This design comes from an exercise in tuning for small area, a short achievable clock period and few clock cycles on the open sky130 flow, not from production work.
At most, simulation tests tie the RTL to the original design; equivalence was not proved.
The clock input has no modelled driver; a real chip could not lean on it and would need a root buffer or a full tree.
Power is estimated from default activity; no workload was simulated.

==> inputs of build 87 <==
==> flow/design.v (excerpt) <==
module rv_top (
    input               clk_i,
    input               rst_ni,
    output logic [31:0] addr_o,
    input        [31:0] instr_i,
    input        [31:0] data_i,
    output logic        data_we_o,
    output logic [31:0] data_o,
    output logic [31:0] data_addr_o
);
==> flow/config.mk <==
export PLATFORM = sky130hd
export DESIGN_NAME = rv_top
export DESIGN_NICKNAME = rv_top
export VERILOG_FILES = /design/flow/design.v
export SDC_FILE = /design/flow/constraint.sdc
export NUM_CORES = 8
export LEC_CHECK = 0
export CAP_MARGIN = 20
export CORE_MARGIN = 2
export CORE_UTILIZATION = 40
export SETUP_SLACK_MARGIN = 0.5
export SLEW_MARGIN = 20
export SYNTH_HIERARCHICAL = 1
export SYNTH_MINIMUM_KEEP_SIZE = 0
==> flow/constraint.sdc <==
create_clock -name core_clock -period 12.0 [get_ports {clk_i}]
set_input_delay 2.4000 -clock core_clock [delete_from_list [all_inputs] [get_ports {clk_i}]]
set_output_delay 2.4000 -clock core_clock [all_outputs]
set_load 0.01 [all_outputs]
standard.sh (not shown) runs the stock make flow with config.mk's settings and CLKGATE_MAP_FILE= SYNTH_SCRIPT=/design/flow/synth_recipe.tcl, a recipe that flattens the netlist after the stock synthesis.
==> flow/flow/run.sh <==
#!/bin/bash
# Layout flow: the standard flow (standard.sh: ORFS synthesis through
# final layout, unchanged constraints), with these settings changed:
#  - repair_timing is asked for a larger setup margin, so it keeps improving
#    paths beyond the 12 ns clock (the SDC and the clock are unchanged);
#  - clock tree synthesis clusters up to 25 flip-flops per leaf buffer and
#    inserts no dummy loads, which makes a smaller tree;
#  - flow/cts_hook.tcl removes the tree's root buffer, so the clock port
#    drives the four first-level buffers directly.
# Each tool's output goes to the ORFS logs under orfs/logs/; the make output
# goes to standard.log in this folder.
set -e
bash standard.sh \
  SETUP_SLACK_MARGIN=8.7 \
  "CTS_ARGS=-sink_clustering_enable -repair_clock_nets -dont_use_dummy_load -buf_list sky130_fd_sc_hd__clkbuf_16 -sink_clustering_size 25 -sink_clustering_max_diameter 100" \
  PRE_CTS_TCL=$PWD/flow/cts_hook.tcl \
  finish > standard.log 2>&1
==> flow/flow/cts_hook.tcl <==
rename clock_tree_synthesis orig_clock_tree_synthesis
proc clock_tree_synthesis { args } {
  orig_clock_tree_synthesis {*}$args
  set block [ord::get_db_block]
  set port [$block findBTerm clk_i]
  if { $port == "NULL" } { puts "cts_hook: no clk_i port"; return }
  set pnet [$port getNet]
  set pins [$pnet getITerms]
  if { [llength $pins] != 1 } {
    puts "cts_hook: clk_i drives [llength $pins] pins, tree left as built"
    return
  }
  set root [[lindex $pins 0] getInst]
  set onet ""
  foreach it [$root getITerms] {
    if { [$it isOutputSignal] } { set onet [$it getNet] }
  }
  if { $onet == "" || $onet == "NULL" } { puts "cts_hook: root has no output net"; return }
  set loads {}
  foreach it [$onet getITerms] {
    if { [$it getInst] != $root } { lappend loads $it }
  }
  if { [llength $loads] > 4 || [llength $loads] == 0 || [llength [$onet getBTerms]] > 0 } {
    puts "cts_hook: root [$root getName] drives [llength $loads] pins, tree left as built"
    return
  }
  foreach it $loads {
    puts "cts_hook: [[$it getInst] getName] now driven by clk_i"
    $it disconnect
    $it connect $pnet
  }
  puts "cts_hook: removed root buffer [$root getName] ([[$root getMaster] getName])"
  odb::dbInst_destroy $root
  odb::dbNet_destroy $onet
}
==> inputs of trial 78, as changes to build 87 <==
==> flow/design.v (replaced) <==
package rv_pkg;
    typedef enum logic [3:0] {
        OP_AND = 4'h0,
        OP_OR  = 4'h1,
        OP_ADD = 4'h2,
        OP_SUB = 4'h6,
        OP_SLT = 4'h7,
        OP_NOR = 4'hC,
        OP_NOP = 4'hF
    } alu_operations_e;
endpackage
module regfile (
    input               clk_i,
    input        [ 4:0] rs_addr_a_i,
    output logic [31:0] rs_data_a_o,
    input        [ 4:0] rs_addr_b_i,
    output logic [31:0] rs_data_b_o,
    input        [ 4:0] rd_addr_i,
    input        [31:0] rd_data_i,
    input               rd_we_i
);
    logic [31:0] reg_array [31:0];
    assign reg_array[0] = 32'h0;
    for (genvar i = 1; i < 32; i++) begin : g_reg
        always_ff @(posedge clk_i) begin
            if (rd_we_i && (rd_addr_i == 5'(i))) begin
                reg_array[i] <= rd_data_i;
            end
        end
    end
    assign rs_data_a_o = reg_array[rs_addr_a_i];
    assign rs_data_b_o = reg_array[rs_addr_b_i];
endmodule
module rv_top (
    input               clk_i,
    input               rst_ni,
    output logic [31:0] addr_o,
    input        [31:0] instr_i,
    input        [31:0] data_i,
    output logic        data_we_o,
    output logic [31:0] data_o,
    output logic [31:0] data_addr_o
);
    logic [11:1] pc_f;           
    logic        v_d;            
    logic [31:0] ir_d;           
    logic [11:1] tgt_d;          
    logic        v_e;
    logic        wr_e, ld_e, st_e, br_e;
    logic        add_e, sub_e, and_e, or_e, lui_e;
    logic        fa_e, fb_e, fs_e;   
    logic [ 4:0] rd_e;
    logic [31:0] a_e, b_e, s_e;
    logic [11:1] tgt_e;
    logic        wr_m, ld_m, st_m;
    logic [ 4:0] rd_m;
    logic [31:0] res_m, s_m;
    logic        stall_d;        
    logic        redir_e;        
    assign addr_o = {20'b0, pc_f, 1'b0};
    logic        jmp_f;
    logic [11:1] tgt_f;
    assign jmp_f = instr_i[6] & (instr_i[19:15] == instr_i[24:20]);
    assign tgt_f = pc_f + {instr_i[7], instr_i[30:25], instr_i[11:8]};
    always_ff @(posedge clk_i) begin
        if (!rst_ni) begin
            pc_f <= '0;
        end else if (redir_e) begin
            pc_f <= tgt_e;
        end else if (!stall_d) begin
            pc_f <= jmp_f ? tgt_f : pc_f + 11'd2;
        end
    end
    always_ff @(posedge clk_i) begin
        if (!rst_ni) begin
            v_d <= 1'b0;
        end else if (redir_e) begin
            v_d <= 1'b0;
        end else if (!stall_d) begin
            v_d <= 1'b1;
        end
    end
    always_ff @(posedge clk_i) begin
        if (!stall_d) begin
            ir_d  <= instr_i;
            tgt_d <= tgt_f;
        end
    end
    logic [6:0] op_d;
    logic [4:0] rs1_d, rs2_d, rd_d;
    logic [2:0] f3_d;
    assign op_d  = ir_d[6:0];
    assign rd_d  = ir_d[11:7];
    assign f3_d  = ir_d[14:12];
    assign rs1_d = ir_d[19:15];
    assign rs2_d = ir_d[24:20];
    logic is_br_d, is_lui_d, is_alu_d, is_r_d, is_ld_d, is_st_d;
    assign is_br_d  = op_d[6];
    assign is_lui_d = op_d[2];
    assign is_alu_d = op_d[4];                        
    assign is_r_d   = op_d[5] & op_d[4] & ~op_d[2];
    assign is_ld_d  = ~op_d[6] & ~op_d[5] & ~op_d[4];
    assign is_st_d  = ~op_d[6] &  op_d[5] & ~op_d[4];
    logic wr_d, use1_d, use2_d;
    assign wr_d   = (is_alu_d | is_ld_d) & (rd_d != 5'd0);
    assign use1_d = ~is_lui_d;
    assign use2_d = op_d[5] & ~op_d[2];                
    logic        wb_en;
    logic [31:0] wb_data;
    logic [31:0] rf_a, rf_b;
    assign wb_en   = wr_m;
    assign wb_data = ld_m ? data_i : res_m;
    regfile u_regfile (
        .clk_i       ( clk_i   ),
        .rs_addr_a_i ( rs1_d   ),
        .rs_data_a_o ( rf_a    ),
        .rs_addr_b_i ( rs2_d   ),
        .rs_data_b_o ( rf_b    ),
        .rd_addr_i   ( rd_m    ),
        .rd_data_i   ( wb_data ),
        .rd_we_i     ( wb_en   )
    );
    logic [31:0] a_d, b_d;
    assign a_d = (wb_en && rd_m == rs1_d) ? wb_data : rf_a;
    assign b_d = (wb_en && rd_m == rs2_d) ? wb_data : rf_b;
    logic [31:0] imm_d;
    always_comb begin
        if (is_lui_d)      imm_d = {ir_d[31:12], 12'b0};
        else if (is_st_d)  imm_d = {{20{ir_d[31]}}, ir_d[31:25], ir_d[11:7]};
        else               imm_d = {{20{ir_d[31]}}, ir_d[31:20]};
    end
    logic hit1_e, hit2_e;
    assign hit1_e  = v_e & wr_e & (rd_e == rs1_d);
    assign hit2_e  = v_e & wr_e & (rd_e == rs2_d);
    assign stall_d = v_d & ld_e & ((use1_d & hit1_e) | (use2_d & hit2_e));
    logic b30_d, zero3_d;
    assign b30_d   = ir_d[30];
    assign zero3_d = (f3_d == 3'b000);
    always_ff @(posedge clk_i) begin
        if (!rst_ni) begin
            v_e <= 1'b0;
        end else begin
            v_e <= v_d & ~stall_d & ~redir_e;
        end
    end
    always_ff @(posedge clk_i) begin
        wr_e  <= wr_d;
        ld_e  <= is_ld_d;
        st_e  <= is_st_d;
        br_e  <= is_br_d & (rs1_d != rs2_d);
        lui_e <= is_lui_d;
        add_e <= is_ld_d | is_st_d | (is_alu_d & ~is_lui_d & zero3_d);
        sub_e <= is_r_d & zero3_d & b30_d;
        and_e <= is_alu_d & ~is_lui_d & (f3_d == 3'b111) & ~b30_d;
        or_e  <= is_alu_d & ~is_lui_d & (f3_d == 3'b110) & ~b30_d;
        fa_e  <= hit1_e;
        fb_e  <= hit2_e & (is_r_d | is_br_d);
        fs_e  <= hit2_e;
        rd_e  <= rd_d;
        a_e   <= a_d;
        b_e   <= (is_r_d | is_br_d) ? b_d : imm_d;
        s_e   <= b_d;
        tgt_e <= tgt_d;
    end
    logic [31:0] a_x, b_x, s_x, sum_e, res_e;
    assign a_x = fa_e ? res_m : a_e;
    assign b_x = fb_e ? res_m : b_e;
    assign s_x = fs_e ? res_m : s_e;
    assign sum_e = a_x + (b_x ^ {32{sub_e}}) + {31'b0, sub_e};
    always_comb begin
        res_e = 32'b0;
        if (add_e)      res_e = sum_e;
        else if (and_e) res_e = a_x & b_x;
        else if (or_e)  res_e = a_x | b_x;
        else if (lui_e) res_e = b_e;
    end
    assign redir_e = v_e & br_e & (a_x == b_x);
    always_ff @(posedge clk_i) begin
        if (!rst_ni) begin
            wr_m <= 1'b0;
            st_m <= 1'b0;
        end else begin
            wr_m <= v_e & wr_e;
            st_m <= v_e & st_e;
        end
    end
    always_ff @(posedge clk_i) begin
        ld_m  <= ld_e;
        rd_m  <= rd_e;
        res_m <= res_e;
        s_m   <= s_x;
    end
    assign data_we_o   = st_m;
    assign data_addr_o = res_m;
    assign data_o      = s_m;
endmodule
==> flow/run.sh (new file) <==
#!/bin/bash
# synth_recipe.tcl (not shown) runs the flow's synth.tcl, then flattens the netlist and writes it again
# the make line also repeats each setting of config.mk as NAME=value (left out here)
make -C /OpenROAD-flow-scripts/flow DESIGN_CONFIG=/design/flow/config.mk WORK_HOME=/design/flow/orfs CLKGATE_MAP_FILE= SYNTH_SCRIPT=/design/flow/synth_recipe.tcl finish
Settings changed: SYNTH_HIERARCHICAL 1 to not set, SYNTH_MINIMUM_KEEP_SIZE 0 to not set.
removed: flow/flow/run.sh
removed: flow/flow/cts_hook.tcl
removed: flow/standard.sh
==> inputs of build 67, as changes to build 87 <==
--- a/flow/design.v
+++ b/flow/design.v
@@ -76,13 +76,13 @@
     output logic [31:0] data_o,
     output logic [31:0] data_addr_o
 );
     logic [11:1] pc_f;           
     logic        v_d;            
     logic [31:0] ir_d;           
-    logic [11:1] pc_d;           
+    logic [11:1] tgt_d;          
     logic        v_e;
     logic        wr_e, ld_e, st_e, br_e;
     logic        add_e, sub_e, and_e, or_e, lui_e;
     logic        fa_e, fb_e, fs_e;   
     logic [ 4:0] rd_e;
     logic [31:0] a_e, b_e, s_e;
@@ -90,51 +90,58 @@
     logic        wr_m, ld_m, st_m;
     logic [ 4:0] rd_m;
     logic [31:0] res_m, s_m;
     logic        stall_d;        
     logic        redir_e;        
     assign addr_o = {20'b0, pc_f, 1'b0};
+    logic        jmp_f;
+    logic [11:1] tgt_f;
+    assign jmp_f = instr_i[6] & (instr_i[19:15] == instr_i[24:20]);
+    assign tgt_f = pc_f + {instr_i[7], instr_i[30:25], instr_i[11:8]};
     logic        btb_v;
     logic [11:1] btb_pc, btb_tgt;
     logic [11:1] seq_f;
     logic        hit_f;
-    logic        jmp_d;          
-    logic [11:1] tgt_d;
     assign seq_f = pc_f + 11'd2;
     assign hit_f = btb_v & (seq_f == btb_pc);
     always_ff @(posedge clk_i) begin
         if (!rst_ni) begin
             btb_v <= 1'b0;
-        end else if (jmp_d) begin
+        end else if (jmp_f) begin
             btb_v <= 1'b1;
         end
     end
     always_ff @(posedge clk_i) begin
-        if (jmp_d) begin
-            btb_pc  <= pc_d;
-            btb_tgt <= tgt_d;
-        end
-    end
-    always_ff @(posedge clk_i) begin
-        if (!rst_ni)       pc_f <= '0;
-        else if (redir_e)  pc_f <= tgt_e;
-        else if (stall_d)  pc_f <= pc_d;
-        else if (jmp_d)    pc_f <= tgt_d;
-        else if (hit_f)    pc_f <= btb_tgt;
-        else               pc_f <= seq_f;
+        if (jmp_f) begin
+            btb_pc  <= pc_f;
+            btb_tgt <= tgt_f;
+        end
+    end
+    always_ff @(posedge clk_i) begin
+        if (!rst_ni) begin
+            pc_f <= '0;
+        end else if (redir_e) begin
+            pc_f <= tgt_e;
+        end else if (!stall_d) begin
+            pc_f <= jmp_f ? tgt_f : hit_f ? btb_tgt : seq_f;
+        end
     end
     always_ff @(posedge clk_i) begin
         if (!rst_ni) begin
             v_d <= 1'b0;
-        end else begin
-            v_d <= ~redir_e & ~stall_d & ~jmp_d;
-        end
-    end
-    always_ff @(posedge clk_i) begin
-        ir_d <= instr_i;
-        pc_d <= pc_f;
+        end else if (redir_e) begin
+            v_d <= 1'b0;
+        end else if (!stall_d) begin
+            v_d <= 1'b1;
+        end
+    end
+    always_ff @(posedge clk_i) begin
+        if (!stall_d) begin
+            ir_d  <= instr_i;
+            tgt_d <= tgt_f;
+        end
     end
     logic [6:0] op_d;
     logic [4:0] rs1_d, rs2_d, rd_d;
     logic [2:0] f3_d;
     assign op_d  = ir_d[6:0];
     assign rd_d  = ir_d[11:7];
@@ -173,20 +180,16 @@
     logic [31:0] imm_d;
     always_comb begin
         if (is_lui_d)      imm_d = {ir_d[31:12], 12'b0};
         else if (is_st_d)  imm_d = {{20{ir_d[31]}}, ir_d[31:25], ir_d[11:7]};
         else               imm_d = {{20{ir_d[31]}}, ir_d[31:20]};
     end
-    logic is_jmp_d;
-    assign is_jmp_d = is_br_d & (rs1_d == rs2_d);
-    assign jmp_d    = v_d & is_jmp_d;
-    assign tgt_d    = pc_d + {ir_d[7], ir_d[30:25], ir_d[11:8]};
     logic hit1_e, hit2_e;
     assign hit1_e  = v_e & wr_e & (rd_e == rs1_d);
     assign hit2_e  = v_e & wr_e & (rd_e == rs2_d);
-    assign stall_d = v_d & ~is_jmp_d & ld_e & ((use1_d & hit1_e) | (use2_d & hit2_e));
+    assign stall_d = v_d & ld_e & ((use1_d & hit1_e) | (use2_d & hit2_e));
     logic b30_d, zero3_d;
     assign b30_d   = ir_d[30];
     assign zero3_d = (f3_d == 3'b000);
     always_ff @(posedge clk_i) begin
         if (!rst_ni) begin
             v_e <= 1'b0;
@@ -195,13 +198,13 @@
         end
     end
     always_ff @(posedge clk_i) begin
         wr_e  <= wr_d;
         ld_e  <= is_ld_d;
         st_e  <= is_st_d;
-        br_e  <= is_br_d & ~is_jmp_d;
+        br_e  <= is_br_d & (rs1_d != rs2_d);
         lui_e <= is_lui_d;
         add_e <= is_ld_d | is_st_d | (is_alu_d & ~is_lui_d & zero3_d);
         sub_e <= is_r_d & zero3_d & b30_d;
         and_e <= is_alu_d & ~is_lui_d & (f3_d == 3'b111) & ~b30_d;
         or_e  <= is_alu_d & ~is_lui_d & (f3_d == 3'b110) & ~b30_d;
         fa_e  <= hit1_e;
==> flow/flow/run.sh (replaced) <==
#!/bin/bash
# Layout flow: the standard flow (standard.sh: ORFS synthesis through
# final layout, unchanged constraints), with two settings changed:
#  - repair_timing is asked for a larger setup margin, so it keeps improving
#    paths beyond the 12 ns clock (the SDC and the clock are unchanged);
#  - clock tree synthesis clusters up to 25 flip-flops per leaf buffer and
#    inserts no dummy loads, which makes a smaller tree.
# Each tool's output goes to the ORFS logs under orfs/logs/; the make output
# goes to standard.log in this folder.
set -e
bash standard.sh \
  SETUP_SLACK_MARGIN=8.5 \
  "CTS_ARGS=-sink_clustering_enable -repair_clock_nets -dont_use_dummy_load -buf_list sky130_fd_sc_hd__clkbuf_16 -sink_clustering_size 25 -sink_clustering_max_diameter 100" \
  finish > standard.log 2>&1
removed: flow/flow/cts_hook.tcl
==> summary of the runs <==
Clock-buffer cell count, lowest first: build 87, build 67, trial 78.
Synthesized area: trial 78 > build 67 > build 87.
Sequential share of layout area, highest first: build 67, trial 78, build 87.
Clock power, highest first: trial 78, build 67, build 87.
Against trial 78, the flip-flop and latch count of build 67 is higher by 23.
Between build 67 and build 87, the lower routed wire length is in build 87 (gap 3.5%, measured against build 87).
First-iteration DRC count: trial 78 > build 67 > build 87.
Between trial 78 and build 67, the lower fmax is in trial 78 (gap 16%, measured against build 67).
Testbench counts of build 87, summed over its fixed seeds: cycles 64,215.
No functional check of the RTL was part of trial 78 and build 67.

==> afterwards: timing with drivers on the ports <==
The results above use ideal ports. As a check the final layouts listed here were re-extracted and re-timed, cells and wires unchanged.
Step 1 (the two cells are an assumption about what drives the block):
set clk [get_ports {clk_i}]
set_driving_cell -lib_cell sky130_fd_sc_hd__clkbuf_16 $clk
set_driving_cell -lib_cell sky130_fd_sc_hd__buf_2 [delete_from_list [all_inputs] $clk]
Step 2 moves the port delays by t, midway between the first and last clock arrival at a register: inputs arrive t later, outputs are due t later. That takes back most of the time a late clock gives input paths.
a / b / c = no drivers / after step 1 / after step 2; a / b = the first two.
run	t (ns)	slack for setup (ns)	latest minus earliest clock arrival (ns)	worst slew at a driven data input, ns	cell pins on the clock port's net
build 87	0.648	8.417 / 8.417 / 8.106	0.092 / 0.091	0.15	4
trial 78	0.856	7.156 / 7.156 / 6.759	0.033 / 0.032	0.05	1
build 67	0.805	7.947 / 7.991 / 7.186	0.105 / 0.106	0.09	1
After both steps every run listed still meets setup and hold. The setup slack of build 67, which loses most, moves by +0.044 ns with the drivers and by -0.761 ns with both steps.
